This design comes from an exercise in tuning for small area, a short achievable clock period and few clock cycles per item on the open sky130 flow, not from production work.
RTL that was checked went through simulation tests only; none was proved equivalent to the original.
Function not checked in run 1: the RTL went through the layout flow alone.

[flow/design.v]
module xtea_sx(input [31:0] b, output [31:0] s);
assign s[0] = b[5];
assign s[1] = b[6];
assign s[2] = b[7];
assign s[3] = b[8];
assign s[4] = b[0] ^ b[9];
assign s[5] = b[1] ^ b[10];
assign s[6] = b[2] ^ b[11];
assign s[7] = b[3] ^ b[12];
assign s[8] = b[4] ^ b[13];
assign s[9] = b[5] ^ b[14];
assign s[10] = b[6] ^ b[15];
assign s[11] = b[7] ^ b[16];
assign s[12] = b[8] ^ b[17];
assign s[13] = b[9] ^ b[18];
assign s[14] = b[10] ^ b[19];
assign s[15] = b[11] ^ b[20];
assign s[16] = b[12] ^ b[21];
assign s[17] = b[13] ^ b[22];
assign s[18] = b[14] ^ b[23];
assign s[19] = b[15] ^ b[24];
assign s[20] = b[16] ^ b[25];
assign s[21] = b[17] ^ b[26];
assign s[22] = b[18] ^ b[27];
assign s[23] = b[19] ^ b[28];
assign s[24] = b[20] ^ b[29];
assign s[25] = b[21] ^ b[30];
assign s[26] = b[22] ^ b[31];
assign s[27] = b[23];
assign s[28] = b[24];
assign s[29] = b[25];
assign s[30] = b[26];
assign s[31] = b[27];
endmodule
module xtea_pg1(input [31:0] s, b, input go, output [30:0] g, p, output p31);
assign g = s[30:0] & b[30:0] & {31{go}};
assign p = s[30:0] ^ b[30:0];
assign p31 = s[31] ^ b[31];
endmodule
module xtea_e(input [31:0] a, k, input [30:0] p, input p31, go, output [31:0] e);
wire [31:0] hg = ({p31, p} ^ k) & {32{go}};
assign e = a ^ hg;
endmodule
module xtea_pg2(input [30:0] c, input [31:0] e, a, input cin, output [30:0] gn, pn, output p31);
assign pn[0] = ~e[0];
assign gn[0] = ~((a[0] & ~e[0]) | (e[0] & cin));
assign pn[1] = ~(e[1] ^ c[0]);
assign gn[1] = ~(a[1] & pn[1]);
assign pn[2] = e[2] ^ c[1];
assign gn[2] = ~(a[2] & pn[2]);
assign pn[3] = e[3] ^ c[2];
assign gn[3] = ~(a[3] & pn[3]);
assign pn[4] = ~(e[4] ^ c[3]);
assign gn[4] = ~(a[4] & pn[4]);
assign pn[5] = e[5] ^ c[4];
assign gn[5] = ~(a[5] & pn[5]);
assign pn[6] = ~(e[6] ^ c[5]);
assign gn[6] = ~(a[6] & pn[6]);
assign pn[7] = e[7] ^ c[6];
assign gn[7] = ~(a[7] & pn[7]);
assign pn[8] = e[8] ^ c[7];
assign gn[8] = ~(a[8] & pn[8]);
assign pn[9] = e[9] ^ c[8];
assign gn[9] = ~(a[9] & pn[9]);
assign pn[10] = ~(e[10] ^ c[9]);
assign gn[10] = ~(a[10] & pn[10]);
assign pn[11] = e[11] ^ c[10];
assign gn[11] = ~(a[11] & pn[11]);
assign pn[12] = e[12] ^ c[11];
assign gn[12] = ~(a[12] & pn[12]);
assign pn[13] = e[13] ^ c[12];
assign gn[13] = ~(a[13] & pn[13]);
assign pn[14] = ~(e[14] ^ c[13]);
assign gn[14] = ~(a[14] & pn[14]);
assign pn[15] = e[15] ^ c[14];
assign gn[15] = ~(a[15] & pn[15]);
assign pn[16] = ~(e[16] ^ c[15]);
assign gn[16] = ~(a[16] & pn[16]);
assign pn[17] = e[17] ^ c[16];
assign gn[17] = ~(a[17] & pn[17]);
assign pn[18] = ~(e[18] ^ c[17]);
assign gn[18] = ~(a[18] & pn[18]);
assign pn[19] = e[19] ^ c[18];
assign gn[19] = ~(a[19] & pn[19]);
assign pn[20] = e[20] ^ c[19];
assign gn[20] = ~(a[20] & pn[20]);
assign pn[21] = e[21] ^ c[20];
assign gn[21] = ~(a[21] & pn[21]);
assign pn[22] = ~(e[22] ^ c[21]);
assign gn[22] = ~(a[22] & pn[22]);
assign pn[23] = e[23] ^ c[22];
assign gn[23] = ~(a[23] & pn[23]);
assign pn[24] = ~(e[24] ^ c[23]);
assign gn[24] = ~(a[24] & pn[24]);
assign pn[25] = e[25] ^ c[24];
assign gn[25] = ~(a[25] & pn[25]);
assign pn[26] = ~(e[26] ^ c[25]);
assign gn[26] = ~(a[26] & pn[26]);
assign pn[27] = e[27] ^ c[26];
assign gn[27] = ~(a[27] & pn[27]);
assign pn[28] = e[28] ^ c[27];
assign gn[28] = ~(a[28] & pn[28]);
assign pn[29] = e[29] ^ c[28];
assign gn[29] = ~(a[29] & pn[29]);
assign pn[30] = ~(e[30] ^ c[29]);
assign gn[30] = ~(a[30] & pn[30]);
assign p31 = ~(e[31] ^ c[30]);
endmodule
module xtea_q(input [30:0] pn, input p31, input [31:0] d, input busy, output [31:0] q);
assign q[0] = busy ? ~pn[0] : d[0];
assign q[1] = busy ? ~pn[1] : d[1];
assign q[2] = busy ? ~pn[2] : d[2];
assign q[3] = busy ? ~pn[3] : d[3];
assign q[4] = busy ? ~pn[4] : d[4];
assign q[5] = busy ? ~pn[5] : d[5];
assign q[6] = busy ? ~pn[6] : d[6];
assign q[7] = busy ? ~pn[7] : d[7];
assign q[8] = busy ? ~pn[8] : d[8];
assign q[9] = busy ? ~pn[9] : d[9];
assign q[10] = busy ? ~pn[10] : d[10];
assign q[11] = busy ? ~pn[11] : d[11];
assign q[12] = busy ? ~pn[12] : d[12];
assign q[13] = busy ? ~pn[13] : d[13];
assign q[14] = busy ? ~pn[14] : d[14];
assign q[15] = busy ? ~pn[15] : d[15];
assign q[16] = busy ? ~pn[16] : d[16];
assign q[17] = busy ? ~pn[17] : d[17];
assign q[18] = busy ? ~pn[18] : d[18];
assign q[19] = busy ? ~pn[19] : d[19];
assign q[20] = busy ? ~pn[20] : d[20];
assign q[21] = busy ? ~pn[21] : d[21];
assign q[22] = busy ? ~pn[22] : d[22];
assign q[23] = busy ? ~pn[23] : d[23];
assign q[24] = busy ? ~pn[24] : d[24];
assign q[25] = busy ? ~pn[25] : d[25];
assign q[26] = busy ? ~pn[26] : d[26];
assign q[27] = busy ? ~pn[27] : d[27];
assign q[28] = busy ? ~pn[28] : d[28];
assign q[29] = busy ? ~pn[29] : d[29];
assign q[30] = busy ? ~pn[30] : d[30];
assign q[31] = busy ? p31 : d[31];
endmodule
module xtea_sum(input [31:0] q, input [30:0] C, input cin, output [31:0] n);
assign n[0] = q[0] ^ cin;
assign n[1] = ~(q[1] ^ C[0]);
assign n[2] = q[2] ^ C[1];
assign n[3] = q[3] ^ C[2];
assign n[4] = ~(q[4] ^ C[3]);
assign n[5] = q[5] ^ C[4];
assign n[6] = ~(q[6] ^ C[5]);
assign n[7] = q[7] ^ C[6];
assign n[8] = q[8] ^ C[7];
assign n[9] = q[9] ^ C[8];
assign n[10] = ~(q[10] ^ C[9]);
assign n[11] = q[11] ^ C[10];
assign n[12] = q[12] ^ C[11];
assign n[13] = q[13] ^ C[12];
assign n[14] = ~(q[14] ^ C[13]);
assign n[15] = q[15] ^ C[14];
assign n[16] = ~(q[16] ^ C[15]);
assign n[17] = q[17] ^ C[16];
assign n[18] = ~(q[18] ^ C[17]);
assign n[19] = q[19] ^ C[18];
assign n[20] = q[20] ^ C[19];
assign n[21] = q[21] ^ C[20];
assign n[22] = ~(q[22] ^ C[21]);
assign n[23] = q[23] ^ C[22];
assign n[24] = ~(q[24] ^ C[23]);
assign n[25] = q[25] ^ C[24];
assign n[26] = ~(q[26] ^ C[25]);
assign n[27] = q[27] ^ C[26];
assign n[28] = q[28] ^ C[27];
assign n[29] = q[29] ^ C[28];
assign n[30] = ~(q[30] ^ C[29]);
assign n[31] = q[31] ^ C[30];
endmodule
module xtea_step(input [31:0] a, b, k, d, input go, cin, busy, output [31:0] n);
wire [31:0] s, e, q;
wire [30:0] g1, p1, c, g2n, p2n, C;
wire p31, f31;
xtea_sx  SX  (.b(b), .s(s));
xtea_pg1 PG1 (.s(s), .b(b), .go(go), .g(g1), .p(p1), .p31(f31));
xtea_pfx_bk_p0 PF (.g(g1), .p(p1), .G(c));
xtea_e   E   (.a(a), .k(k), .p(p1), .p31(f31), .go(go), .e(e));
xtea_pg2 PG2 (.c(c), .e(e), .a(a), .cin(cin), .gn(g2n), .pn(p2n), .p31(p31));
xtea_pfx_bk_p1 PS (.g(g2n), .p(p2n), .G(C));
xtea_q   Q   (.pn(p2n), .p31(p31), .d(d), .busy(busy), .q(q));
xtea_sum SUM (.q(q), .C(C), .cin(cin), .n(n));
endmodule
module xtea_add(input [31:0] x, y, input inv, output [31:0] r);
wire [31:0] h = x ^ y ^ {32{inv}};
wire [30:0] g = x[30:0] & y[30:0];
wire [30:0] p = x[30:0] ^ y[30:0];
wire [30:0] G;
xtea_pfx_bk_p0 PF (.g(g), .p(p), .G(G));
assign r[0] = h[0];
assign r[1] = h[1] ^ G[0];
assign r[2] = ~(h[2] ^ G[1]);
assign r[3] = ~(h[3] ^ G[2]);
assign r[4] = h[4] ^ G[3];
assign r[5] = ~(h[5] ^ G[4]);
assign r[6] = h[6] ^ G[5];
assign r[7] = ~(h[7] ^ G[6]);
assign r[8] = ~(h[8] ^ G[7]);
assign r[9] = ~(h[9] ^ G[8]);
assign r[10] = h[10] ^ G[9];
assign r[11] = ~(h[11] ^ G[10]);
assign r[12] = ~(h[12] ^ G[11]);
assign r[13] = ~(h[13] ^ G[12]);
assign r[14] = h[14] ^ G[13];
assign r[15] = ~(h[15] ^ G[14]);
assign r[16] = h[16] ^ G[15];
assign r[17] = ~(h[17] ^ G[16]);
assign r[18] = h[18] ^ G[17];
assign r[19] = ~(h[19] ^ G[18]);
assign r[20] = ~(h[20] ^ G[19]);
assign r[21] = ~(h[21] ^ G[20]);
assign r[22] = h[22] ^ G[21];
assign r[23] = ~(h[23] ^ G[22]);
assign r[24] = h[24] ^ G[23];
assign r[25] = ~(h[25] ^ G[24]);
assign r[26] = h[26] ^ G[25];
assign r[27] = ~(h[27] ^ G[26]);
assign r[28] = ~(h[28] ^ G[27]);
assign r[29] = ~(h[29] ^ G[28]);
assign r[30] = h[30] ^ G[29];
assign r[31] = ~(h[31] ^ G[30]);
endmodule
module xtea_sadd(input [31:0] x, input dec, output [31:0] r);
wire [31:0] y = dec ? 32'h61C88647 : 32'h9E3779B9;
wire [31:0] h = x ^ y;
wire [30:0] g = x[30:0] & y[30:0];
wire [30:0] p = x[30:0] ^ y[30:0];
wire [30:0] G;
xtea_pfx_bk_p0 PF (.g(g), .p(p), .G(G));
assign r[0] = h[0];
assign r[1] = h[1] ^ G[0];
assign r[2] = ~(h[2] ^ G[1]);
assign r[3] = ~(h[3] ^ G[2]);
assign r[4] = h[4] ^ G[3];
assign r[5] = ~(h[5] ^ G[4]);
assign r[6] = h[6] ^ G[5];
assign r[7] = ~(h[7] ^ G[6]);
assign r[8] = ~(h[8] ^ G[7]);
assign r[9] = ~(h[9] ^ G[8]);
assign r[10] = h[10] ^ G[9];
assign r[11] = ~(h[11] ^ G[10]);
assign r[12] = ~(h[12] ^ G[11]);
assign r[13] = ~(h[13] ^ G[12]);
assign r[14] = h[14] ^ G[13];
assign r[15] = ~(h[15] ^ G[14]);
assign r[16] = h[16] ^ G[15];
assign r[17] = ~(h[17] ^ G[16]);
assign r[18] = h[18] ^ G[17];
assign r[19] = ~(h[19] ^ G[18]);
assign r[20] = ~(h[20] ^ G[19]);
assign r[21] = ~(h[21] ^ G[20]);
assign r[22] = h[22] ^ G[21];
assign r[23] = ~(h[23] ^ G[22]);
assign r[24] = h[24] ^ G[23];
assign r[25] = ~(h[25] ^ G[24]);
assign r[26] = h[26] ^ G[25];
assign r[27] = ~(h[27] ^ G[26]);
assign r[28] = ~(h[28] ^ G[27]);
assign r[29] = ~(h[29] ^ G[28]);
assign r[30] = h[30] ^ G[29];
assign r[31] = ~(h[31] ^ G[30]);
endmodule
module xtea_top(
    input clock, reset, cfg, start,
    input[127:0] data_i, key,
    output busy, ready,
    output[127:0] data_o
);
localparam [31:0] DELTA = 32'h9E3779B9;
reg        busy_r, ready_r;
reg        dec;
reg        go;       
reg [6:0]  cnt;
reg [31:0] a0, b0, a1, b1;
reg [127:0] k;
reg [31:0] s;        
reg [31:0] skr;      
reg [3:0]  ksel;     
always @(posedge clock, posedge reset)
begin
    if(reset) begin
        busy_r  <= 1'b0;
        ready_r <= 1'b0;
        go      <= 1'b0;
    end
    else begin
        busy_r  <= busy_r ? !ready_r : start;
        ready_r <= busy_r && !ready_r && (cnt == 7'd64);
        go      <= busy_r ? !ready_r && !(!dec && cnt == 7'd63) : start && cfg;
    end
end
assign busy  = busy_r;
assign ready = ready_r;
wire cin = dec & go;
wire [31:0] kx = (k[ 31: 0] & {32{ksel[0]}}) | (k[ 63:32] & {32{ksel[1]}}) |
                 (k[ 95:64] & {32{ksel[2]}}) | (k[127:96] & {32{ksel[3]}});
wire [31:0] sk_next;
xtea_add SKA (.x(s), .y(kx), .inv(dec), .r(sk_next));
wire        s_upd = cnt[0] ^ dec;
wire [31:0] s_add;
xtea_sadd SDA (.x(s), .dec(dec), .r(s_add));
wire [31:0] s_nx = s_upd ? s_add : s;
wire [1:0]  idx_next = cnt[0] ? s_nx[12:11] : s_nx[1:0];
wire [31:0] n0, n1;
xtea_step STEP0 (.a(a0), .b(b0), .k(skr), .d(data_i[ 63:32]), .go(go), .cin(cin), .busy(busy_r), .n(n0));
xtea_step STEP1 (.a(a1), .b(b1), .k(skr), .d(data_i[127:96]), .go(go), .cin(cin), .busy(busy_r), .n(n1));
always @(posedge clock)
begin
    b0 <= n0;
    b1 <= n1;
    if(!busy_r) begin
        a0   <= data_i[ 31: 0];
        a1   <= data_i[ 95:64];
        k    <= key;
        dec  <= !cfg;
        cnt  <= 7'd0;
        s    <= cfg ? DELTA : 32'hC6EF3720;
        skr  <= key[31:0];
        ksel <= cfg ? 4'b1000 : 4'b0100;
    end
    else begin
        a0   <= b0;
        a1   <= b1;
        cnt  <= cnt + 7'd1;
        skr  <= sk_next;
        s    <= s_nx;
        ksel <= 4'b0001 << idx_next;
    end
end
assign data_o = {a1, b1, a0, b0};
endmodule
module xtea_pfx_bk_p0_l1(
    input gh_1,
    input ph_1,
    input gl_1,
    output go_1,
    input gh_3,
    input ph_3,
    input gl_3,
    input pl_3,
    output go_3,
    output po_3,
    input gh_5,
    input ph_5,
    input gl_5,
    input pl_5,
    output go_5,
    output po_5,
    input gh_7,
    input ph_7,
    input gl_7,
    input pl_7,
    output go_7,
    output po_7,
    input gh_9,
    input ph_9,
    input gl_9,
    input pl_9,
    output go_9,
    output po_9,
    input gh_11,
    input ph_11,
    input gl_11,
    input pl_11,
    output go_11,
    output po_11,
    input gh_13,
    input ph_13,
    input gl_13,
    input pl_13,
    output go_13,
    output po_13,
    input gh_15,
    input ph_15,
    input gl_15,
    input pl_15,
    output go_15,
    output po_15,
    input gh_17,
    input ph_17,
    input gl_17,
    input pl_17,
    output go_17,
    output po_17,
    input gh_19,
    input ph_19,
    input gl_19,
    input pl_19,
    output go_19,
    output po_19,
    input gh_21,
    input ph_21,
    input gl_21,
    input pl_21,
    output go_21,
    output po_21,
    input gh_23,
    input ph_23,
    input gl_23,
    input pl_23,
    output go_23,
    output po_23,
    input gh_25,
    input ph_25,
    input gl_25,
    input pl_25,
    output go_25,
    output po_25,
    input gh_27,
    input ph_27,
    input gl_27,
    input pl_27,
    output go_27,
    output po_27,
    input gh_29,
    input ph_29,
    input gl_29,
    input pl_29,
    output go_29,
    output po_29
);
assign go_1 = ~(gh_1 | (ph_1 & gl_1));
assign go_3 = ~(gh_3 | (ph_3 & gl_3));
assign po_3 = ~(ph_3 & pl_3);
assign go_5 = ~(gh_5 | (ph_5 & gl_5));
assign po_5 = ~(ph_5 & pl_5);
assign go_7 = ~(gh_7 | (ph_7 & gl_7));
assign po_7 = ~(ph_7 & pl_7);
assign go_9 = ~(gh_9 | (ph_9 & gl_9));
assign po_9 = ~(ph_9 & pl_9);
assign go_11 = ~(gh_11 | (ph_11 & gl_11));
assign po_11 = ~(ph_11 & pl_11);
assign go_13 = ~(gh_13 | (ph_13 & gl_13));
assign po_13 = ~(ph_13 & pl_13);
assign go_15 = ~(gh_15 | (ph_15 & gl_15));
assign po_15 = ~(ph_15 & pl_15);
assign go_17 = ~(gh_17 | (ph_17 & gl_17));
assign po_17 = ~(ph_17 & pl_17);
assign go_19 = ~(gh_19 | (ph_19 & gl_19));
assign po_19 = ~(ph_19 & pl_19);
assign go_21 = ~(gh_21 | (ph_21 & gl_21));
assign po_21 = ~(ph_21 & pl_21);
assign go_23 = ~(gh_23 | (ph_23 & gl_23));
assign po_23 = ~(ph_23 & pl_23);
assign go_25 = ~(gh_25 | (ph_25 & gl_25));
assign po_25 = ~(ph_25 & pl_25);
assign go_27 = ~(gh_27 | (ph_27 & gl_27));
assign po_27 = ~(ph_27 & pl_27);
assign go_29 = ~(gh_29 | (ph_29 & gl_29));
assign po_29 = ~(ph_29 & pl_29);
endmodule
module xtea_pfx_bk_p0_l2(
    input gh_3,
    input ph_3,
    input gl_3,
    output go_3,
    input gh_7,
    input ph_7,
    input gl_7,
    input pl_7,
    output go_7,
    output po_7,
    input gh_11,
    input ph_11,
    input gl_11,
    input pl_11,
    output go_11,
    output po_11,
    input gh_15,
    input ph_15,
    input gl_15,
    input pl_15,
    output go_15,
    output po_15,
    input gh_19,
    input ph_19,
    input gl_19,
    input pl_19,
    output go_19,
    output po_19,
    input gh_23,
    input ph_23,
    input gl_23,
    input pl_23,
    output go_23,
    output po_23,
    input gh_27,
    input ph_27,
    input gl_27,
    input pl_27,
    output go_27,
    output po_27
);
assign go_3 = (~gh_3 | (~ph_3 & ~gl_3));
assign go_7 = (~gh_7 | (~ph_7 & ~gl_7));
assign po_7 = (~ph_7 & ~pl_7);
assign go_11 = (~gh_11 | (~ph_11 & ~gl_11));
assign po_11 = (~ph_11 & ~pl_11);
assign go_15 = (~gh_15 | (~ph_15 & ~gl_15));
assign po_15 = (~ph_15 & ~pl_15);
assign go_19 = (~gh_19 | (~ph_19 & ~gl_19));
assign po_19 = (~ph_19 & ~pl_19);
assign go_23 = (~gh_23 | (~ph_23 & ~gl_23));
assign po_23 = (~ph_23 & ~pl_23);
assign go_27 = (~gh_27 | (~ph_27 & ~gl_27));
assign po_27 = (~ph_27 & ~pl_27);
endmodule
module xtea_pfx_bk_p0_l3(
    input gh_7,
    input ph_7,
    input gl_7,
    output go_7,
    input gh_15,
    input ph_15,
    input gl_15,
    input pl_15,
    output go_15,
    output po_15,
    input gh_23,
    input ph_23,
    input gl_23,
    input pl_23,
    output go_23,
    output po_23
);
assign go_7 = ~(gh_7 | (ph_7 & gl_7));
assign go_15 = ~(gh_15 | (ph_15 & gl_15));
assign po_15 = ~(ph_15 & pl_15);
assign go_23 = ~(gh_23 | (ph_23 & gl_23));
assign po_23 = ~(ph_23 & pl_23);
endmodule
module xtea_pfx_bk_p0_l4(
    input gh_15,
    input ph_15,
    input gl_15,
    output go_15
);
assign go_15 = (~gh_15 | (~ph_15 & ~gl_15));
endmodule
module xtea_pfx_bk_p0_l5(
    input gh_23,
    input ph_23,
    input gl_23,
    output go_23
);
assign go_23 = (~gh_23 | (~ph_23 & gl_23));
endmodule
module xtea_pfx_bk_p0_l6(
    input gh_11,
    input ph_11,
    input gl_11,
    output go_11,
    input gh_19,
    input ph_19,
    input gl_19,
    output go_19,
    input gh_27,
    input ph_27,
    input gl_27,
    output go_27
);
assign go_11 = ~(gh_11 | (ph_11 & ~gl_11));
assign go_19 = ~(gh_19 | (ph_19 & gl_19));
assign go_27 = ~(gh_27 | (ph_27 & gl_27));
endmodule
module xtea_pfx_bk_p0_l7(
    input gh_5,
    input ph_5,
    input gl_5,
    output go_5,
    input gh_9,
    input ph_9,
    input gl_9,
    output go_9,
    input gh_13,
    input ph_13,
    input gl_13,
    output go_13,
    input gh_17,
    input ph_17,
    input gl_17,
    output go_17,
    input gh_21,
    input ph_21,
    input gl_21,
    output go_21,
    input gh_25,
    input ph_25,
    input gl_25,
    output go_25,
    input gh_29,
    input ph_29,
    input gl_29,
    output go_29
);
assign go_5 = (~gh_5 | (~ph_5 & gl_5));
assign go_9 = (~gh_9 | (~ph_9 & ~gl_9));
assign go_13 = (~gh_13 | (~ph_13 & ~gl_13));
assign go_17 = (~gh_17 | (~ph_17 & gl_17));
assign go_21 = (~gh_21 | (~ph_21 & ~gl_21));
assign go_25 = (~gh_25 | (~ph_25 & gl_25));
assign go_29 = (~gh_29 | (~ph_29 & ~gl_29));
endmodule
module xtea_pfx_bk_p0_l8(
    input gh_2,
    input ph_2,
    input gl_2,
    output go_2,
    input gh_4,
    input ph_4,
    input gl_4,
    output go_4,
    input gh_6,
    input ph_6,
    input gl_6,
    output go_6,
    input gh_8,
    input ph_8,
    input gl_8,
    output go_8,
    input gh_10,
    input ph_10,
    input gl_10,
    output go_10,
    input gh_12,
    input ph_12,
    input gl_12,
    output go_12,
    input gh_14,
    input ph_14,
    input gl_14,
    output go_14,
    input gh_16,
    input ph_16,
    input gl_16,
    output go_16,
    input gh_18,
    input ph_18,
    input gl_18,
    output go_18,
    input gh_20,
    input ph_20,
    input gl_20,
    output go_20,
    input gh_22,
    input ph_22,
    input gl_22,
    output go_22,
    input gh_24,
    input ph_24,
    input gl_24,
    output go_24,
    input gh_26,
    input ph_26,
    input gl_26,
    output go_26,
    input gh_28,
    input ph_28,
    input gl_28,
    output go_28,
    input gh_30,
    input ph_30,
    input gl_30,
    output go_30
);
assign go_2 = ~(gh_2 | (ph_2 & ~gl_2));
assign go_4 = ~(gh_4 | (ph_4 & gl_4));
assign go_6 = ~(gh_6 | (ph_6 & gl_6));
assign go_8 = ~(gh_8 | (ph_8 & ~gl_8));
assign go_10 = ~(gh_10 | (ph_10 & gl_10));
assign go_12 = ~(gh_12 | (ph_12 & ~gl_12));
assign go_14 = ~(gh_14 | (ph_14 & gl_14));
assign go_16 = ~(gh_16 | (ph_16 & gl_16));
assign go_18 = ~(gh_18 | (ph_18 & gl_18));
assign go_20 = ~(gh_20 | (ph_20 & ~gl_20));
assign go_22 = ~(gh_22 | (ph_22 & gl_22));
assign go_24 = ~(gh_24 | (ph_24 & gl_24));
assign go_26 = ~(gh_26 | (ph_26 & gl_26));
assign go_28 = ~(gh_28 | (ph_28 & ~gl_28));
assign go_30 = ~(gh_30 | (ph_30 & gl_30));
endmodule
module xtea_pfx_bk_p0(input [30:0] g, p, output [30:0] G);
wire G1_1, G1_3, G1_5, G1_7, G1_9, G1_11, G1_13, G1_15, G1_17, G1_19, G1_21, G1_23, G1_25, G1_27, G1_29, P1_3, P1_5, P1_7, P1_9, P1_11, P1_13, P1_15, P1_17, P1_19, P1_21, P1_23, P1_25, P1_27, P1_29, G2_3, G2_7, G2_11, G2_15, G2_19, G2_23, G2_27, P2_7, P2_11, P2_15, P2_19, P2_23, P2_27, G3_7, G3_15, G3_23, P3_15, P3_23, G4_15, G5_23, G6_11, G6_19, G6_27, G7_5, G7_9, G7_13, G7_17, G7_21, G7_25, G7_29, G8_2, G8_4, G8_6, G8_8, G8_10, G8_12, G8_14, G8_16, G8_18, G8_20, G8_22, G8_24, G8_26, G8_28, G8_30;
xtea_pfx_bk_p0_l1 L1 (.gh_1(g[1]), .ph_1(p[1]), .gl_1(g[0]), .go_1(G1_1), .gh_3(g[3]), .ph_3(p[3]), .gl_3(g[2]), .pl_3(p[2]), .go_3(G1_3), .po_3(P1_3), .gh_5(g[5]), .ph_5(p[5]), .gl_5(g[4]), .pl_5(p[4]), .go_5(G1_5), .po_5(P1_5), .gh_7(g[7]), .ph_7(p[7]), .gl_7(g[6]), .pl_7(p[6]), .go_7(G1_7), .po_7(P1_7), .gh_9(g[9]), .ph_9(p[9]), .gl_9(g[8]), .pl_9(p[8]), .go_9(G1_9), .po_9(P1_9), .gh_11(g[11]), .ph_11(p[11]), .gl_11(g[10]), .pl_11(p[10]), .go_11(G1_11), .po_11(P1_11), .gh_13(g[13]), .ph_13(p[13]), .gl_13(g[12]), .pl_13(p[12]), .go_13(G1_13), .po_13(P1_13), .gh_15(g[15]), .ph_15(p[15]), .gl_15(g[14]), .pl_15(p[14]), .go_15(G1_15), .po_15(P1_15), .gh_17(g[17]), .ph_17(p[17]), .gl_17(g[16]), .pl_17(p[16]), .go_17(G1_17), .po_17(P1_17), .gh_19(g[19]), .ph_19(p[19]), .gl_19(g[18]), .pl_19(p[18]), .go_19(G1_19), .po_19(P1_19), .gh_21(g[21]), .ph_21(p[21]), .gl_21(g[20]), .pl_21(p[20]), .go_21(G1_21), .po_21(P1_21), .gh_23(g[23]), .ph_23(p[23]), .gl_23(g[22]), .pl_23(p[22]), .go_23(G1_23), .po_23(P1_23), .gh_25(g[25]), .ph_25(p[25]), .gl_25(g[24]), .pl_25(p[24]), .go_25(G1_25), .po_25(P1_25), .gh_27(g[27]), .ph_27(p[27]), .gl_27(g[26]), .pl_27(p[26]), .go_27(G1_27), .po_27(P1_27), .gh_29(g[29]), .ph_29(p[29]), .gl_29(g[28]), .pl_29(p[28]), .go_29(G1_29), .po_29(P1_29));
xtea_pfx_bk_p0_l2 L2 (.gh_3(G1_3), .ph_3(P1_3), .gl_3(G1_1), .go_3(G2_3), .gh_7(G1_7), .ph_7(P1_7), .gl_7(G1_5), .pl_7(P1_5), .go_7(G2_7), .po_7(P2_7), .gh_11(G1_11), .ph_11(P1_11), .gl_11(G1_9), .pl_11(P1_9), .go_11(G2_11), .po_11(P2_11), .gh_15(G1_15), .ph_15(P1_15), .gl_15(G1_13), .pl_15(P1_13), .go_15(G2_15), .po_15(P2_15), .gh_19(G1_19), .ph_19(P1_19), .gl_19(G1_17), .pl_19(P1_17), .go_19(G2_19), .po_19(P2_19), .gh_23(G1_23), .ph_23(P1_23), .gl_23(G1_21), .pl_23(P1_21), .go_23(G2_23), .po_23(P2_23), .gh_27(G1_27), .ph_27(P1_27), .gl_27(G1_25), .pl_27(P1_25), .go_27(G2_27), .po_27(P2_27));
xtea_pfx_bk_p0_l3 L3 (.gh_7(G2_7), .ph_7(P2_7), .gl_7(G2_3), .go_7(G3_7), .gh_15(G2_15), .ph_15(P2_15), .gl_15(G2_11), .pl_15(P2_11), .go_15(G3_15), .po_15(P3_15), .gh_23(G2_23), .ph_23(P2_23), .gl_23(G2_19), .pl_23(P2_19), .go_23(G3_23), .po_23(P3_23));
xtea_pfx_bk_p0_l4 L4 (.gh_15(G3_15), .ph_15(P3_15), .gl_15(G3_7), .go_15(G4_15));
xtea_pfx_bk_p0_l5 L5 (.gh_23(G3_23), .ph_23(P3_23), .gl_23(G4_15), .go_23(G5_23));
xtea_pfx_bk_p0_l6 L6 (.gh_11(G2_11), .ph_11(P2_11), .gl_11(G3_7), .go_11(G6_11), .gh_19(G2_19), .ph_19(P2_19), .gl_19(G4_15), .go_19(G6_19), .gh_27(G2_27), .ph_27(P2_27), .gl_27(G5_23), .go_27(G6_27));
xtea_pfx_bk_p0_l7 L7 (.gh_5(G1_5), .ph_5(P1_5), .gl_5(G2_3), .go_5(G7_5), .gh_9(G1_9), .ph_9(P1_9), .gl_9(G3_7), .go_9(G7_9), .gh_13(G1_13), .ph_13(P1_13), .gl_13(G6_11), .go_13(G7_13), .gh_17(G1_17), .ph_17(P1_17), .gl_17(G4_15), .go_17(G7_17), .gh_21(G1_21), .ph_21(P1_21), .gl_21(G6_19), .go_21(G7_21), .gh_25(G1_25), .ph_25(P1_25), .gl_25(G5_23), .go_25(G7_25), .gh_29(G1_29), .ph_29(P1_29), .gl_29(G6_27), .go_29(G7_29));
xtea_pfx_bk_p0_l8 L8 (.gh_2(g[2]), .ph_2(p[2]), .gl_2(G1_1), .go_2(G8_2), .gh_4(g[4]), .ph_4(p[4]), .gl_4(G2_3), .go_4(G8_4), .gh_6(g[6]), .ph_6(p[6]), .gl_6(G7_5), .go_6(G8_6), .gh_8(g[8]), .ph_8(p[8]), .gl_8(G3_7), .go_8(G8_8), .gh_10(g[10]), .ph_10(p[10]), .gl_10(G7_9), .go_10(G8_10), .gh_12(g[12]), .ph_12(p[12]), .gl_12(G6_11), .go_12(G8_12), .gh_14(g[14]), .ph_14(p[14]), .gl_14(G7_13), .go_14(G8_14), .gh_16(g[16]), .ph_16(p[16]), .gl_16(G4_15), .go_16(G8_16), .gh_18(g[18]), .ph_18(p[18]), .gl_18(G7_17), .go_18(G8_18), .gh_20(g[20]), .ph_20(p[20]), .gl_20(G6_19), .go_20(G8_20), .gh_22(g[22]), .ph_22(p[22]), .gl_22(G7_21), .go_22(G8_22), .gh_24(g[24]), .ph_24(p[24]), .gl_24(G5_23), .go_24(G8_24), .gh_26(g[26]), .ph_26(p[26]), .gl_26(G7_25), .go_26(G8_26), .gh_28(g[28]), .ph_28(p[28]), .gl_28(G6_27), .go_28(G8_28), .gh_30(g[30]), .ph_30(p[30]), .gl_30(G7_29), .go_30(G8_30));
assign G[0] = g[0];
assign G[1] = G1_1;
assign G[2] = G8_2;
assign G[3] = G2_3;
assign G[4] = G8_4;
assign G[5] = G7_5;
assign G[6] = G8_6;
assign G[7] = G3_7;
assign G[8] = G8_8;
assign G[9] = G7_9;
assign G[10] = G8_10;
assign G[11] = G6_11;
assign G[12] = G8_12;
assign G[13] = G7_13;
assign G[14] = G8_14;
assign G[15] = G4_15;
assign G[16] = G8_16;
assign G[17] = G7_17;
assign G[18] = G8_18;
assign G[19] = G6_19;
assign G[20] = G8_20;
assign G[21] = G7_21;
assign G[22] = G8_22;
assign G[23] = G5_23;
assign G[24] = G8_24;
assign G[25] = G7_25;
assign G[26] = G8_26;
assign G[27] = G6_27;
assign G[28] = G8_28;
assign G[29] = G7_29;
assign G[30] = G8_30;
endmodule
module xtea_pfx_bk_p1_l1(
    input gh_1,
    input ph_1,
    input gl_1,
    output go_1,
    input gh_3,
    input ph_3,
    input gl_3,
    input pl_3,
    output go_3,
    output po_3,
    input gh_5,
    input ph_5,
    input gl_5,
    input pl_5,
    output go_5,
    output po_5,
    input gh_7,
    input ph_7,
    input gl_7,
    input pl_7,
    output go_7,
    output po_7,
    input gh_9,
    input ph_9,
    input gl_9,
    input pl_9,
    output go_9,
    output po_9,
    input gh_11,
    input ph_11,
    input gl_11,
    input pl_11,
    output go_11,
    output po_11,
    input gh_13,
    input ph_13,
    input gl_13,
    input pl_13,
    output go_13,
    output po_13,
    input gh_15,
    input ph_15,
    input gl_15,
    input pl_15,
    output go_15,
    output po_15,
    input gh_17,
    input ph_17,
    input gl_17,
    input pl_17,
    output go_17,
    output po_17,
    input gh_19,
    input ph_19,
    input gl_19,
    input pl_19,
    output go_19,
    output po_19,
    input gh_21,
    input ph_21,
    input gl_21,
    input pl_21,
    output go_21,
    output po_21,
    input gh_23,
    input ph_23,
    input gl_23,
    input pl_23,
    output go_23,
    output po_23,
    input gh_25,
    input ph_25,
    input gl_25,
    input pl_25,
    output go_25,
    output po_25,
    input gh_27,
    input ph_27,
    input gl_27,
    input pl_27,
    output go_27,
    output po_27,
    input gh_29,
    input ph_29,
    input gl_29,
    input pl_29,
    output go_29,
    output po_29
);
assign go_1 = (~gh_1 | (~ph_1 & ~gl_1));
assign go_3 = (~gh_3 | (~ph_3 & ~gl_3));
assign po_3 = (~ph_3 & ~pl_3);
assign go_5 = (~gh_5 | (~ph_5 & ~gl_5));
assign po_5 = (~ph_5 & ~pl_5);
assign go_7 = (~gh_7 | (~ph_7 & ~gl_7));
assign po_7 = (~ph_7 & ~pl_7);
assign go_9 = (~gh_9 | (~ph_9 & ~gl_9));
assign po_9 = (~ph_9 & ~pl_9);
assign go_11 = (~gh_11 | (~ph_11 & ~gl_11));
assign po_11 = (~ph_11 & ~pl_11);
assign go_13 = (~gh_13 | (~ph_13 & ~gl_13));
assign po_13 = (~ph_13 & ~pl_13);
assign go_15 = (~gh_15 | (~ph_15 & ~gl_15));
assign po_15 = (~ph_15 & ~pl_15);
assign go_17 = (~gh_17 | (~ph_17 & ~gl_17));
assign po_17 = (~ph_17 & ~pl_17);
assign go_19 = (~gh_19 | (~ph_19 & ~gl_19));
assign po_19 = (~ph_19 & ~pl_19);
assign go_21 = (~gh_21 | (~ph_21 & ~gl_21));
assign po_21 = (~ph_21 & ~pl_21);
assign go_23 = (~gh_23 | (~ph_23 & ~gl_23));
assign po_23 = (~ph_23 & ~pl_23);
assign go_25 = (~gh_25 | (~ph_25 & ~gl_25));
assign po_25 = (~ph_25 & ~pl_25);
assign go_27 = (~gh_27 | (~ph_27 & ~gl_27));
assign po_27 = (~ph_27 & ~pl_27);
assign go_29 = (~gh_29 | (~ph_29 & ~gl_29));
assign po_29 = (~ph_29 & ~pl_29);
endmodule
module xtea_pfx_bk_p1_l2(
    input gh_3,
    input ph_3,
    input gl_3,
    output go_3,
    input gh_7,
    input ph_7,
    input gl_7,
    input pl_7,
    output go_7,
    output po_7,
    input gh_11,
    input ph_11,
    input gl_11,
    input pl_11,
    output go_11,
    output po_11,
    input gh_15,
    input ph_15,
    input gl_15,
    input pl_15,
    output go_15,
    output po_15,
    input gh_19,
    input ph_19,
    input gl_19,
    input pl_19,
    output go_19,
    output po_19,
    input gh_23,
    input ph_23,
    input gl_23,
    input pl_23,
    output go_23,
    output po_23,
    input gh_27,
    input ph_27,
    input gl_27,
    input pl_27,
    output go_27,
    output po_27
);
assign go_3 = ~(gh_3 | (ph_3 & gl_3));
assign go_7 = ~(gh_7 | (ph_7 & gl_7));
assign po_7 = ~(ph_7 & pl_7);
assign go_11 = ~(gh_11 | (ph_11 & gl_11));
assign po_11 = ~(ph_11 & pl_11);
assign go_15 = ~(gh_15 | (ph_15 & gl_15));
assign po_15 = ~(ph_15 & pl_15);
assign go_19 = ~(gh_19 | (ph_19 & gl_19));
assign po_19 = ~(ph_19 & pl_19);
assign go_23 = ~(gh_23 | (ph_23 & gl_23));
assign po_23 = ~(ph_23 & pl_23);
assign go_27 = ~(gh_27 | (ph_27 & gl_27));
assign po_27 = ~(ph_27 & pl_27);
endmodule
module xtea_pfx_bk_p1_l3(
    input gh_7,
    input ph_7,
    input gl_7,
    output go_7,
    input gh_15,
    input ph_15,
    input gl_15,
    input pl_15,
    output go_15,
    output po_15,
    input gh_23,
    input ph_23,
    input gl_23,
    input pl_23,
    output go_23,
    output po_23
);
assign go_7 = (~gh_7 | (~ph_7 & ~gl_7));
assign go_15 = (~gh_15 | (~ph_15 & ~gl_15));
assign po_15 = (~ph_15 & ~pl_15);
assign go_23 = (~gh_23 | (~ph_23 & ~gl_23));
assign po_23 = (~ph_23 & ~pl_23);
endmodule
module xtea_pfx_bk_p1_l4(
    input gh_15,
    input ph_15,
    input gl_15,
    output go_15
);
assign go_15 = ~(gh_15 | (ph_15 & gl_15));
endmodule
module xtea_pfx_bk_p1_l5(
    input gh_23,
    input ph_23,
    input gl_23,
    output go_23
);
assign go_23 = ~(gh_23 | (ph_23 & ~gl_23));
endmodule
module xtea_pfx_bk_p1_l6(
    input gh_11,
    input ph_11,
    input gl_11,
    output go_11,
    input gh_19,
    input ph_19,
    input gl_19,
    output go_19,
    input gh_27,
    input ph_27,
    input gl_27,
    output go_27
);
assign go_11 = (~gh_11 | (~ph_11 & gl_11));
assign go_19 = (~gh_19 | (~ph_19 & ~gl_19));
assign go_27 = (~gh_27 | (~ph_27 & ~gl_27));
endmodule
module xtea_pfx_bk_p1_l7(
    input gh_5,
    input ph_5,
    input gl_5,
    output go_5,
    input gh_9,
    input ph_9,
    input gl_9,
    output go_9,
    input gh_13,
    input ph_13,
    input gl_13,
    output go_13,
    input gh_17,
    input ph_17,
    input gl_17,
    output go_17,
    input gh_21,
    input ph_21,
    input gl_21,
    output go_21,
    input gh_25,
    input ph_25,
    input gl_25,
    output go_25,
    input gh_29,
    input ph_29,
    input gl_29,
    output go_29
);
assign go_5 = ~(gh_5 | (ph_5 & ~gl_5));
assign go_9 = ~(gh_9 | (ph_9 & gl_9));
assign go_13 = ~(gh_13 | (ph_13 & gl_13));
assign go_17 = ~(gh_17 | (ph_17 & ~gl_17));
assign go_21 = ~(gh_21 | (ph_21 & gl_21));
assign go_25 = ~(gh_25 | (ph_25 & ~gl_25));
assign go_29 = ~(gh_29 | (ph_29 & gl_29));
endmodule
module xtea_pfx_bk_p1_l8(
    input gh_2,
    input ph_2,
    input gl_2,
    output go_2,
    input gh_4,
    input ph_4,
    input gl_4,
    output go_4,
    input gh_6,
    input ph_6,
    input gl_6,
    output go_6,
    input gh_8,
    input ph_8,
    input gl_8,
    output go_8,
    input gh_10,
    input ph_10,
    input gl_10,
    output go_10,
    input gh_12,
    input ph_12,
    input gl_12,
    output go_12,
    input gh_14,
    input ph_14,
    input gl_14,
    output go_14,
    input gh_16,
    input ph_16,
    input gl_16,
    output go_16,
    input gh_18,
    input ph_18,
    input gl_18,
    output go_18,
    input gh_20,
    input ph_20,
    input gl_20,
    output go_20,
    input gh_22,
    input ph_22,
    input gl_22,
    output go_22,
    input gh_24,
    input ph_24,
    input gl_24,
    output go_24,
    input gh_26,
    input ph_26,
    input gl_26,
    output go_26,
    input gh_28,
    input ph_28,
    input gl_28,
    output go_28,
    input gh_30,
    input ph_30,
    input gl_30,
    output go_30
);
assign go_2 = (~gh_2 | (~ph_2 & gl_2));
assign go_4 = (~gh_4 | (~ph_4 & ~gl_4));
assign go_6 = (~gh_6 | (~ph_6 & ~gl_6));
assign go_8 = (~gh_8 | (~ph_8 & gl_8));
assign go_10 = (~gh_10 | (~ph_10 & ~gl_10));
assign go_12 = (~gh_12 | (~ph_12 & gl_12));
assign go_14 = (~gh_14 | (~ph_14 & ~gl_14));
assign go_16 = (~gh_16 | (~ph_16 & ~gl_16));
assign go_18 = (~gh_18 | (~ph_18 & ~gl_18));
assign go_20 = (~gh_20 | (~ph_20 & gl_20));
assign go_22 = (~gh_22 | (~ph_22 & ~gl_22));
assign go_24 = (~gh_24 | (~ph_24 & ~gl_24));
assign go_26 = (~gh_26 | (~ph_26 & ~gl_26));
assign go_28 = (~gh_28 | (~ph_28 & gl_28));
assign go_30 = (~gh_30 | (~ph_30 & ~gl_30));
endmodule
module xtea_pfx_bk_p1(input [30:0] g, p, output [30:0] G);
wire G1_1, G1_3, G1_5, G1_7, G1_9, G1_11, G1_13, G1_15, G1_17, G1_19, G1_21, G1_23, G1_25, G1_27, G1_29, P1_3, P1_5, P1_7, P1_9, P1_11, P1_13, P1_15, P1_17, P1_19, P1_21, P1_23, P1_25, P1_27, P1_29, G2_3, G2_7, G2_11, G2_15, G2_19, G2_23, G2_27, P2_7, P2_11, P2_15, P2_19, P2_23, P2_27, G3_7, G3_15, G3_23, P3_15, P3_23, G4_15, G5_23, G6_11, G6_19, G6_27, G7_5, G7_9, G7_13, G7_17, G7_21, G7_25, G7_29, G8_2, G8_4, G8_6, G8_8, G8_10, G8_12, G8_14, G8_16, G8_18, G8_20, G8_22, G8_24, G8_26, G8_28, G8_30;
xtea_pfx_bk_p1_l1 L1 (.gh_1(g[1]), .ph_1(p[1]), .gl_1(g[0]), .go_1(G1_1), .gh_3(g[3]), .ph_3(p[3]), .gl_3(g[2]), .pl_3(p[2]), .go_3(G1_3), .po_3(P1_3), .gh_5(g[5]), .ph_5(p[5]), .gl_5(g[4]), .pl_5(p[4]), .go_5(G1_5), .po_5(P1_5), .gh_7(g[7]), .ph_7(p[7]), .gl_7(g[6]), .pl_7(p[6]), .go_7(G1_7), .po_7(P1_7), .gh_9(g[9]), .ph_9(p[9]), .gl_9(g[8]), .pl_9(p[8]), .go_9(G1_9), .po_9(P1_9), .gh_11(g[11]), .ph_11(p[11]), .gl_11(g[10]), .pl_11(p[10]), .go_11(G1_11), .po_11(P1_11), .gh_13(g[13]), .ph_13(p[13]), .gl_13(g[12]), .pl_13(p[12]), .go_13(G1_13), .po_13(P1_13), .gh_15(g[15]), .ph_15(p[15]), .gl_15(g[14]), .pl_15(p[14]), .go_15(G1_15), .po_15(P1_15), .gh_17(g[17]), .ph_17(p[17]), .gl_17(g[16]), .pl_17(p[16]), .go_17(G1_17), .po_17(P1_17), .gh_19(g[19]), .ph_19(p[19]), .gl_19(g[18]), .pl_19(p[18]), .go_19(G1_19), .po_19(P1_19), .gh_21(g[21]), .ph_21(p[21]), .gl_21(g[20]), .pl_21(p[20]), .go_21(G1_21), .po_21(P1_21), .gh_23(g[23]), .ph_23(p[23]), .gl_23(g[22]), .pl_23(p[22]), .go_23(G1_23), .po_23(P1_23), .gh_25(g[25]), .ph_25(p[25]), .gl_25(g[24]), .pl_25(p[24]), .go_25(G1_25), .po_25(P1_25), .gh_27(g[27]), .ph_27(p[27]), .gl_27(g[26]), .pl_27(p[26]), .go_27(G1_27), .po_27(P1_27), .gh_29(g[29]), .ph_29(p[29]), .gl_29(g[28]), .pl_29(p[28]), .go_29(G1_29), .po_29(P1_29));
xtea_pfx_bk_p1_l2 L2 (.gh_3(G1_3), .ph_3(P1_3), .gl_3(G1_1), .go_3(G2_3), .gh_7(G1_7), .ph_7(P1_7), .gl_7(G1_5), .pl_7(P1_5), .go_7(G2_7), .po_7(P2_7), .gh_11(G1_11), .ph_11(P1_11), .gl_11(G1_9), .pl_11(P1_9), .go_11(G2_11), .po_11(P2_11), .gh_15(G1_15), .ph_15(P1_15), .gl_15(G1_13), .pl_15(P1_13), .go_15(G2_15), .po_15(P2_15), .gh_19(G1_19), .ph_19(P1_19), .gl_19(G1_17), .pl_19(P1_17), .go_19(G2_19), .po_19(P2_19), .gh_23(G1_23), .ph_23(P1_23), .gl_23(G1_21), .pl_23(P1_21), .go_23(G2_23), .po_23(P2_23), .gh_27(G1_27), .ph_27(P1_27), .gl_27(G1_25), .pl_27(P1_25), .go_27(G2_27), .po_27(P2_27));
xtea_pfx_bk_p1_l3 L3 (.gh_7(G2_7), .ph_7(P2_7), .gl_7(G2_3), .go_7(G3_7), .gh_15(G2_15), .ph_15(P2_15), .gl_15(G2_11), .pl_15(P2_11), .go_15(G3_15), .po_15(P3_15), .gh_23(G2_23), .ph_23(P2_23), .gl_23(G2_19), .pl_23(P2_19), .go_23(G3_23), .po_23(P3_23));
xtea_pfx_bk_p1_l4 L4 (.gh_15(G3_15), .ph_15(P3_15), .gl_15(G3_7), .go_15(G4_15));
xtea_pfx_bk_p1_l5 L5 (.gh_23(G3_23), .ph_23(P3_23), .gl_23(G4_15), .go_23(G5_23));
xtea_pfx_bk_p1_l6 L6 (.gh_11(G2_11), .ph_11(P2_11), .gl_11(G3_7), .go_11(G6_11), .gh_19(G2_19), .ph_19(P2_19), .gl_19(G4_15), .go_19(G6_19), .gh_27(G2_27), .ph_27(P2_27), .gl_27(G5_23), .go_27(G6_27));
xtea_pfx_bk_p1_l7 L7 (.gh_5(G1_5), .ph_5(P1_5), .gl_5(G2_3), .go_5(G7_5), .gh_9(G1_9), .ph_9(P1_9), .gl_9(G3_7), .go_9(G7_9), .gh_13(G1_13), .ph_13(P1_13), .gl_13(G6_11), .go_13(G7_13), .gh_17(G1_17), .ph_17(P1_17), .gl_17(G4_15), .go_17(G7_17), .gh_21(G1_21), .ph_21(P1_21), .gl_21(G6_19), .go_21(G7_21), .gh_25(G1_25), .ph_25(P1_25), .gl_25(G5_23), .go_25(G7_25), .gh_29(G1_29), .ph_29(P1_29), .gl_29(G6_27), .go_29(G7_29));
xtea_pfx_bk_p1_l8 L8 (.gh_2(g[2]), .ph_2(p[2]), .gl_2(G1_1), .go_2(G8_2), .gh_4(g[4]), .ph_4(p[4]), .gl_4(G2_3), .go_4(G8_4), .gh_6(g[6]), .ph_6(p[6]), .gl_6(G7_5), .go_6(G8_6), .gh_8(g[8]), .ph_8(p[8]), .gl_8(G3_7), .go_8(G8_8), .gh_10(g[10]), .ph_10(p[10]), .gl_10(G7_9), .go_10(G8_10), .gh_12(g[12]), .ph_12(p[12]), .gl_12(G6_11), .go_12(G8_12), .gh_14(g[14]), .ph_14(p[14]), .gl_14(G7_13), .go_14(G8_14), .gh_16(g[16]), .ph_16(p[16]), .gl_16(G4_15), .go_16(G8_16), .gh_18(g[18]), .ph_18(p[18]), .gl_18(G7_17), .go_18(G8_18), .gh_20(g[20]), .ph_20(p[20]), .gl_20(G6_19), .go_20(G8_20), .gh_22(g[22]), .ph_22(p[22]), .gl_22(G7_21), .go_22(G8_22), .gh_24(g[24]), .ph_24(p[24]), .gl_24(G5_23), .go_24(G8_24), .gh_26(g[26]), .ph_26(p[26]), .gl_26(G7_25), .go_26(G8_26), .gh_28(g[28]), .ph_28(p[28]), .gl_28(G6_27), .go_28(G8_28), .gh_30(g[30]), .ph_30(p[30]), .gl_30(G7_29), .go_30(G8_30));
assign G[0] = g[0];
assign G[1] = G1_1;
assign G[2] = G8_2;
assign G[3] = G2_3;
assign G[4] = G8_4;
assign G[5] = G7_5;
assign G[6] = G8_6;
assign G[7] = G3_7;
assign G[8] = G8_8;
assign G[9] = G7_9;
assign G[10] = G8_10;
assign G[11] = G6_11;
assign G[12] = G8_12;
assign G[13] = G7_13;
assign G[14] = G8_14;
assign G[15] = G4_15;
assign G[16] = G8_16;
assign G[17] = G7_17;
assign G[18] = G8_18;
assign G[19] = G6_19;
assign G[20] = G8_20;
assign G[21] = G7_21;
assign G[22] = G8_22;
assign G[23] = G5_23;
assign G[24] = G8_24;
assign G[25] = G7_25;
assign G[26] = G8_26;
assign G[27] = G6_27;
assign G[28] = G8_28;
assign G[29] = G7_29;
assign G[30] = G8_30;
endmodule
[flow/flow/run.sh]
#!/bin/bash
# Standard layout, except that the port buffers are the smallest buffer and
# timing repair aims well below the clock period.
set -euo pipefail
export BUFFER_PORTS_ARGS="-buffer_cell sky130_fd_sc_hd__buf_1"
bash standard.sh SETUP_SLACK_MARGIN=6.0 finish > standard.log 2>&1
[flow/standard.sh]
#!/bin/bash
# synth_recipe.tcl (not shown) runs the flow's synth.tcl, then flattens the netlist and writes it again
# the make line also repeats each setting of config.mk as NAME=value (left out here)
make -C /OpenROAD-flow-scripts/flow DESIGN_CONFIG=/design/flow/config.mk WORK_HOME=/design/flow/orfs CLKGATE_MAP_FILE= SYNTH_SCRIPT=/design/flow/synth_recipe.tcl "${@:-finish}"
[flow/config.mk]
export PLATFORM = sky130hd
export DESIGN_NAME = xtea_top
export DESIGN_NICKNAME = xtea_top
export VERILOG_FILES = /design/flow/design.v
export SDC_FILE = /design/flow/constraint.sdc
export NUM_CORES = 4
export LEC_CHECK = 0
export CAP_MARGIN = 20
export CORE_MARGIN = 2
export CORE_UTILIZATION = 60
export SLEW_MARGIN = 20
export SYNTH_HIERARCHICAL = 1
[flow/constraint.sdc]
create_clock -name core_clock -period 10.0 [get_ports {clock}]
set_input_delay 2.0000 -clock core_clock [delete_from_list [all_inputs] [get_ports {clock}]]
set_output_delay 2.0000 -clock core_clock [all_outputs]
set_load 0.01 [all_outputs]
==> summary.md, run 1 <==
| Metric | Value |
|---|---|
| Status | finished clean |
| FMAX | approximately 260 MHz |
| Worst slew pin tran | a little over 1 ns |
| Initial antenna violation count | 2 |
| Skew final | 0.0234 ns |
| Top FF cell, synth | dfxtp_1 |
| Most frequent cells in the layout | 389 x buf_1, 257 x nand2_1, 222 x xor2_1, 173 x xnor2_1, 157 x edfxtp_1 |
| Total GRT Usage | a little over a quarter |
| RSZ-0062 raised after global routing | yes |
| Worst-skew pair later-pin latency | 0.57 ns |
| CP Max Fanout | 10 |
| Number of top-level pins | between 300 and 400 |
| CP Class | flop to flop |
| Layout cells sized above 1 | 16.9% |
| Placed Cells | 2832 |
| Final setup fails | 0 |
| HP Class | flop to flop |
| Fill count | 3040 |
| Final Non-Filler Cells | 2928 |
| Final Util | 66.4% |
| Wirelength per Cell | 18.4 um |
| H-Tree Depth | 2 |
| GPL Wtd Cong | 0.880 |
| FF/Latch Area | 8340 um^2 |
| Die X | 196 um |
| Relative slew slack | about a third |
| CP startpoint | go |
| Area growth, synth to finish | 9.21% |
| Grt ovf | 0 |
| Clock transition at path regs | 0.06 ns |
| Cts bufs inserted | 38 |
| CP required | 10.44 ns |
| Rows | 70 |
| Final hold slack | ~0.49 ns |
| Multi-input logic area | 11600 um^2 |
| Syn avg cell area | 9.95 um^2 |
| Sequential fraction of the synthesis area | 37.5% |
| Final Max Slew Viols | 0 |
| Core Footprint | about 36000 um^2 |
| Final min period | 3.86 ns |
| Antenna viol nets, final | 0 |
| Vias in the first global route | ~15000 |
| Via-to-Cell Ratio | 5.31 |
| Synth unique cells | 41 |
| # Max-Cap Violations | 0 |
| Crit. End Element | flop |
| # nets final | about 2800 |
| Setup TNS | 0 ns |
| Routed WL | 53800 um |
| CTS tree | built |
| IO buf count | 389 |
| Starting Density | 60.8% |
| Cells after Synth | ~2200 |
| Hold path start | cnt[4] |
| Die Y | 196 um |
| Synth Register Bits | 335 |
| Die area | 38500 um^2 |
| Largest net degree at the start of global routing | 77 |
| Drt drc | 0 |
| DP Wirelength | 40300 um |
| Post-synth EDFFs | 157 |
| RR Startpoint | go |
| CP arrival | 4.31 ns |
| 1st-pass router iterations | 5 |
| Clk buf depth | 3 |
| First-pass GRT wire length | between 80000 and 90000 um |
| Ys Warns | 7 |
| Clock sinks | ~340 |
| Syn Nets | 2610 |
| Final Hold Viols | 0 |
| Fraction of registers with async set/reset | 0.896% |
| Routed vias | 15543 |
| Iter 0 DRT Violations | roughly 690 |
| Crit share post-route | between 30 and 40% |
| Commonest non-fill, non-tap cell in the layout | buf_1 |
| Mapped Area | 22100 um^2 |
| Startpoint type of the worst setup path | flop |
| CTS root buffer | clkbuf_16 |
per-module statistics from Yosys (local to each module, per instance), excerpt:
module / cells / flops+latches
xtea_pfx_bk_p1_l5: 2 / 0
xtea_sadd: 64 / 0
xtea_pfx_bk_p0_l6: 4 / 0
xtea_pfx_bk_p1_l7: 10 / 0
xtea_pfx_bk_p1_l3: 5 / 0
xtea_pfx_bk_p0_l3: 5 / 0
sequential cells by signal (all words and copies together) (netlist names):
signal / flops
a0: 32
a1: 32
b0: 32
b1: 32
busy_r: 1
cnt: 7
dec: 1
go: 1
k: 128
ksel: 4
ready_r: 1
s: 32
skr: 32
worst paths after layout:
kind                       endpoint  slack, ns  cells past startpoint
max                          b1[31]       6.14                     22
min in group asynchronous    busy_r       1.33                      2
min reg2reg                 ready_r       0.49                      1
max reg2reg                  b1[31]       6.14                     22
max in group asynchronous        go       8.43                      2
min                         ready_r       0.49                      1
area by class of cell:
type / count / area share (%)
inverters: 133 / 2.10
multi-input cells: 1496 / 47.9
clock buffers: 51 / 4.43
well taps: 468 / 2.42
clock inverters: 16 / 1.07
diodes: 1 / 0.0103
repair buffers: 428 / 7.58
flip-flops and latches: 335 / 34.5
cells by family (layout without fill, tap and decap cells):
logic type | Yosys count | in the layout | synth area share, %
XOR/XNOR | 401 | 401 | 16.0
other | 0 | 1 | 0
AND/OR/NAND/NOR | 403 | 403 | 7.89
buffers and inverters | 394 | 628 | 11.1
flip-flops | 335 | 335 | 37.5
multiplexers | 168 | 168 | 8.26
AO/OA/AOI/OAI | 399 | 399 | 12.3
adder cells (fa/ha/maj) | 125 | 125 | 7.06
worst max-delay path, cell delays in order, from the launching register on:
cell and delay [ns]:
dfrtp_4 0.55, buf_4 0.18, and2_1 0.18, a21oi_4 0.19
o21ai_4 0.11, a21oi_4 0.22, inv_1 0.07, a21oi_2 0.21
o21ai_2 0.11, a21oi_2 0.19, xor2_2 0.11, buf_4 0.15
nand2_1 0.05, o21ai_1 0.07, a21oi_2 0.10, o21ai_1 0.08
a21oi_2 0.24, inv_2 0.09, a21oi_4 0.23, o21ai_4 0.10
a21oi_2 0.20, o21ai_1 0.12, xor2_1 0.17
what timing repair did:
action | 4_1_cts | 5_1_grt
endpoints found under the setup margin | 30 | 27
gates resized for setup | 19 | 54
setup buffers | 11 | 16
pin swaps | 3 | 10
hold buffers | 0 | 0
cloned | 0 | 1
through the flow:
stage	area (um^2)	setup slack, ns
after global routing	24200	5.93
final	24200	6.14
after detailed placement	22300	5.32
after CTS	23800	5.87
after floorplan	22100	6.27
after global placement	22300	5.50
synth_stat cells (4+ instances only):
library cell / n / share of area (%)
nand2_1: 257 / 4.4
a22oi_1: 64 / 2.2
and3_1: 5 / 0.14
o21ai_1: 108 / 2.4
inv_1: 133 / 2.3
and2_2: 22 / 0.75
and2_1: 44 / 1.2
a21o_1: 13 / 0.44
o21ai_0: 4 / 0.090
clkbuf_2: 6 / 0.14
xor2_1: 225 / 8.9
buf_8: 9 / 0.61
a21oi_1: 70 / 1.6
mux2i_1: 68 / 3.1
mux2_2: 98 / 5.0
buf_2: 16 / 0.36
dfxtp_1: 175 / 16
xnor2_1: 173 / 6.8
clkbuf_1: 14 / 0.24
edfxtp_1: 157 / 21
nor2_1: 63 / 1.1
o21ai_2: 28 / 1.1
a21oi_2: 110 / 4.4
buf_6: 9 / 0.46
ha_1: 125 / 7.1
buf_4: 207 / 7.0
layer usage:
metal  vias to the layer above  routed length (um)  track usage (%)
met5                         -                  13                0
met4                         2                1500             9.26
met2                       389               25300             45.8
li1                       7749                   -                -
met1                      7312               24300             36.7
met3                        91                2660             3.87
==> inputs of run 2 (changes only) <==
--- a/flow/design.v
+++ b/flow/design.v
@@ -32,8 +32,8 @@
 assign s[30] = b[26];
 assign s[31] = b[27];
 endmodule
-module xtea_pg1(input [31:0] s, b, input go, output [30:0] g, p, output p31);
-assign g = s[30:0] & b[30:0] & {31{go}};
+module xtea_pg1(input [31:0] s, b, input gfa, gfb, output [30:0] g, p, output p31);
+assign g = s[30:0] & b[30:0] & {{15{gfb}}, {16{gfa}}};
 assign p = s[30:0] ^ b[30:0];
 assign p31 = s[31] ^ b[31];
 endmodule
@@ -174,12 +174,12 @@
 assign n[30] = ~(q[30] ^ C[29]);
 assign n[31] = q[31] ^ C[30];
 endmodule
-module xtea_step(input [31:0] a, b, k, d, input go, cin, busy, output [31:0] n);
+module xtea_step(input [31:0] a, b, k, d, input go, gfa, gfb, cin, busy, output [31:0] n);
 wire [31:0] s, e, q;
 wire [30:0] g1, p1, c, g2n, p2n, C;
 wire p31, f31;
 xtea_sx  SX  (.b(b), .s(s));
-xtea_pg1 PG1 (.s(s), .b(b), .go(go), .g(g1), .p(p1), .p31(f31));
+xtea_pg1 PG1 (.s(s), .b(b), .gfa(gfa), .gfb(gfb), .g(g1), .p(p1), .p31(f31));
 xtea_pfx_bk_p0 PF (.g(g1), .p(p1), .G(c));
 xtea_e   E   (.a(a), .k(k), .p(p1), .p31(f31), .go(go), .e(e));
 xtea_pg2 PG2 (.c(c), .e(e), .a(a), .cin(cin), .gn(g2n), .pn(p2n), .p31(p31));
@@ -276,6 +276,7 @@
 reg        busy_r, ready_r;
 reg        dec;
 reg        go;       
+reg        gf0a, gf0b, gf1a, gf1b;
 reg [6:0]  cnt;
 reg [31:0] a0, b0, a1, b1;
 reg [127:0] k;
@@ -288,11 +289,19 @@
         busy_r  <= 1'b0;
         ready_r <= 1'b0;
         go      <= 1'b0;
+        gf0a    <= 1'b0;
+        gf0b    <= 1'b0;
+        gf1a    <= 1'b0;
+        gf1b    <= 1'b0;
     end
     else begin
         busy_r  <= busy_r ? !ready_r : start;
         ready_r <= busy_r && !ready_r && (cnt == 7'd64);
         go      <= busy_r ? !ready_r && !(!dec && cnt == 7'd63) : start && cfg;
+        gf0a    <= busy_r ? !ready_r && !(!dec && cnt == 7'd63) && !cnt[6] : start && cfg;
+        gf0b    <= busy_r ? !ready_r && !(!dec && cnt == 7'd63) && cnt != 7'd64 : start && cfg;
+        gf1a    <= busy_r ? !(!dec && cnt == 7'd63) && !cnt[6] : start && cfg;
+        gf1b    <= busy_r ? !(!dec && cnt == 7'd63) && cnt[6:1] != 6'd32 : start && cfg;
     end
 end
 assign busy  = busy_r;
@@ -308,8 +317,8 @@
 wire [31:0] s_nx = s_upd ? s_add : s;
 wire [1:0]  idx_next = cnt[0] ? s_nx[12:11] : s_nx[1:0];
 wire [31:0] n0, n1;
-xtea_step STEP0 (.a(a0), .b(b0), .k(skr), .d(data_i[ 63:32]), .go(go), .cin(cin), .busy(busy_r), .n(n0));
-xtea_step STEP1 (.a(a1), .b(b1), .k(skr), .d(data_i[127:96]), .go(go), .cin(cin), .busy(busy_r), .n(n1));
+xtea_step STEP0 (.a(a0), .b(b0), .k(skr), .d(data_i[ 63:32]), .go(go), .gfa(gf0a), .gfb(gf0b), .cin(cin), .busy(busy_r), .n(n0));
+xtea_step STEP1 (.a(a1), .b(b1), .k(skr), .d(data_i[127:96]), .go(go), .gfa(gf1a), .gfb(gf1b), .cin(cin), .busy(busy_r), .n(n1));
 always @(posedge clock)
 begin
     b0 <= n0;
==> flow/flow/run.sh (replaced) <==
#!/bin/bash
# Standard layout, except that the port buffers are the smallest buffer and
# timing repair aims well below the clock period, and synthesis maps for a
# light load (timing repair sizes up what needs it).
set -euo pipefail
export BUFFER_PORTS_ARGS="-buffer_cell sky130_fd_sc_hd__buf_1"
bash standard.sh SETUP_SLACK_MARGIN=6.3 ABC_LOAD_IN_FF=1 finish > standard.log 2>&1
--- a/flow/config.mk
+++ b/flow/config.mk
@@ -8,5 +8,7 @@
 export CAP_MARGIN = 20
 export CORE_MARGIN = 2
 export CORE_UTILIZATION = 60
+export CTS_CLUSTER_DIAMETER = 100
+export CTS_CLUSTER_SIZE = 30
 export SLEW_MARGIN = 20
 export SYNTH_HIERARCHICAL = 1
==> summary.md, run 2 <==
| Metric | Value |
|---|---|
| Most frequent cells after synthesis | 256 x nand2_1, 225 x xor2_1, 205 x buf_4, 180 x a21oi_1, 175 x dfxtp_1 |
| Startpoint type of the worst setup path | flop |
| Setup TNS | 0 ns |
| Area growth, synth to finish | 8.76% |
| Commonest non-fill, non-tap cell in the layout | buf_1 |
| FMAX | 268 MHz |
| Cts bufs inserted | 16 |
| CP Max Fanout | 5 |
| H-Tree Depth | 1 |
| 1st-pass router iterations | 5 |
| Total GRT Usage | 27.4% |
| Worst reg2reg path depth | 20 |
| Rows | 69 |
| Die X | just under 200 um |
| R2r setup slk | 6.27 ns |
| Iter 0 DRT Violations | 802 |
| Syn avg cell area | roughly 10 um^2 |
| Antenna viol nets, final | 0 |
| Status | finished clean |
| # hold bufs at CTS | 0 |
| Final min period | 3.73 ns |
| Clk buf depth | 3 |
| Synth Register Bits | about 340 |
| CP Class | flop to flop |
| Hold path start | cnt[5] |
| Top reg by flops | k |
| FF/Latch Area | 8470 um^2 |
| Via-to-Cell Ratio | between 5 and 6 |
| Clock sinks | 339 |
| GPL Wtd Cong | a little under 0.9 |
| Crit. End Element | flop |
| Final setup fails | 0 |
| Fill count | 3002 |
| Setup ws final | about 6.3 ns |
| Most frequent cells in the layout | 389 x buf_1, 254 x nand2_1, 215 x xor2_1, 171 x xnor2_1, 157 x edfxtp_1 |
| Starting Density | 61.1% |
| Grt ovf | 0 |
| Clock transition at path regs | 0.12 ns |
| RR Endpoint | b1[31] |
| Relative slew slack | 31.9% |
| Multi-input logic area | 11500 um^2 |
| Largest cells by area after synthesis | edfxtp_1 22%, dfxtp_1 16%, xor2_1 9.0%, ha_1 7.2%, buf_4 7.1% |
| Fraction of registers with async set/reset | under 10% |
-- run 2: worst max path at each step --
stage / start / to / depth (start not counted) / slack, ns
detailed placement: b1[6] / b1[31] / 19 / 5.38
finish: b1[10] / b1[31] / 20 / 6.27
global route: b1[12] / b1[31] / 20 / 6.12
global placement: ksel[3] / skr[31] / 15 / 5.55
CTS: b1[9] / b1[31] / 21 / 6.26
floorplan: dec / s[31] / 15 / 6.33
-- run 2: cells by family (layout without fill, tap and decap cells) --
logic type	Yosys count	after routing	share of synthesized area [%]
buffers and inverters	392	633	11.3
AND/OR/NAND/NOR	405	405	8.10
other	0	3	0
flip-flops	339	339	38.5
multiplexers	168	168	8.43
XOR/XNOR	401	401	16.2
adder cells (fa/ha/maj)	125	125	7.17
AO/OA/AOI/OAI	403	403	10.2
-- run 2: cell type report --
| cell class | instances | area share [%] |
|---|---|---|
| sequential | 339 | 35.7 |
| timing repair buffer | 472 | 9.00 |
| antenna | 3 | 0.0317 |
| tap | 461 | 2.43 |
| inverter | 133 | 2.14 |
| multi-input combinational | 1502 | 48.5 |
| clock buffer | 24 | 1.91 |
| clock inverter | 4 | 0.201 |
-- run 2: through the flow --
stage / utilization [%] / instances
floorplan: - / 2233
global placement: 61.8 / 2835
detailed placement: 61.8 / 2835
CTS: 64.3 / 2891
global route: 66.5 / 2936
finish: 66.5 / 2938
-- run 2: worst max-delay path, cell delays in order (launching register included) --
cell and delay (ns):
dfxtp_4 0.38, xor2_1 0.17, ha_1 0.36, a21oi_4 0.15, o21ai_2 0.08, a21oi_4 0.21
inv_2 0.08, a21oi_4 0.19, inv_2 0.05, a21oi_2 0.16, xor2_1 0.28, o21ai_1 0.15
a21oi_1 0.20, o21ai_1 0.11, a21oi_2 0.20, inv_2 0.07, a21oi_4 0.23, o21ai_4 0.09
a21oi_2 0.19, o21ai_2 0.08, xor2_1 0.17
-- run 2: what timing repair did --
item / in CTS / in global routing
resized for setup: 75 / 127
cloned: 0 / 1
pin swaps: 16 / 62
setup buffers: 28 / 43
endpoints found under the setup margin: 62 / 27
-- run 2: per-module statistics from Yosys (local to each module, per instance), a selection --
module             flip-flops and latches  times used  cells inside  cell area, um^2
xtea_pfx_bk_p0                          0           4            31              233
xtea_pfx_bk_p0_l8                       0           4            20             93.8
xtea_pfx_bk_p0_l4                       0           4             1             5.00
xtea_pfx_bk_p1_l7                       0           2            10             46.3
xtea_sx                                 0           2            32              269
xtea_pfx_bk_p0_l2                       0           4            13             57.6
xtea_q                                  0           2            67              498
xtea_add                                0           1            99             1010
xtea_e                                  0           2            99              714
xtea_sum                                0           2            32              280
xtea_pfx_bk_p1_l6                       0           2             4             18.8
xtea_pfx_bk_p1                          0           2            31              233
-- run 2: routing by layer --
layer / up-vias / share of wire, % / GRT usage [%]
met5: - / 0.024 / 0
met4: 2 / 2.0 / 5.84
met3: 58 / 5.2 / 2.93
met2: 429 / 49 / 47.2
met1: 7498 / 44 / 37.5
li1: 7794 / - / -
Testbench counts of run 2, summed over its fixed seeds: cycles 21,440, ops 320.

==> what the ideal ports hide <==
How much do the figures lean on ideal ports? The routed layouts below were timed once more, with nothing changed but the port constraints. Step 1 (the two cells are an assumption about what drives the block):
set clk [get_ports {clock}]
set_driving_cell -lib_cell sky130_fd_sc_hd__clkbuf_16 $clk
set_driving_cell -lib_cell sky130_fd_sc_hd__buf_2 [delete_from_list [all_inputs] $clk]
Step 2 also shifts input and output timing later by t, the mid clock arrival at the registers, as if the neighbouring blocks saw the same clock. Slacks: ideal / step 1 / step 2; pairs: ideal / step 1.
run | t, ns | setup WS [ns] | hold WS [ns] | worst setup path after step 2 | worst data-port slew with drivers (ns)
run 1 | 0.617 | 6.138 / 6.138 / 6.138 | 0.490 / 0.490 / 0.490 | register to register | 0.08
run 2 | 0.589 | 6.268 / 6.268 / 6.268 | 0.534 / 0.534 / 0.534 | register to register | 0.09
After both steps every run listed still meets setup and hold.
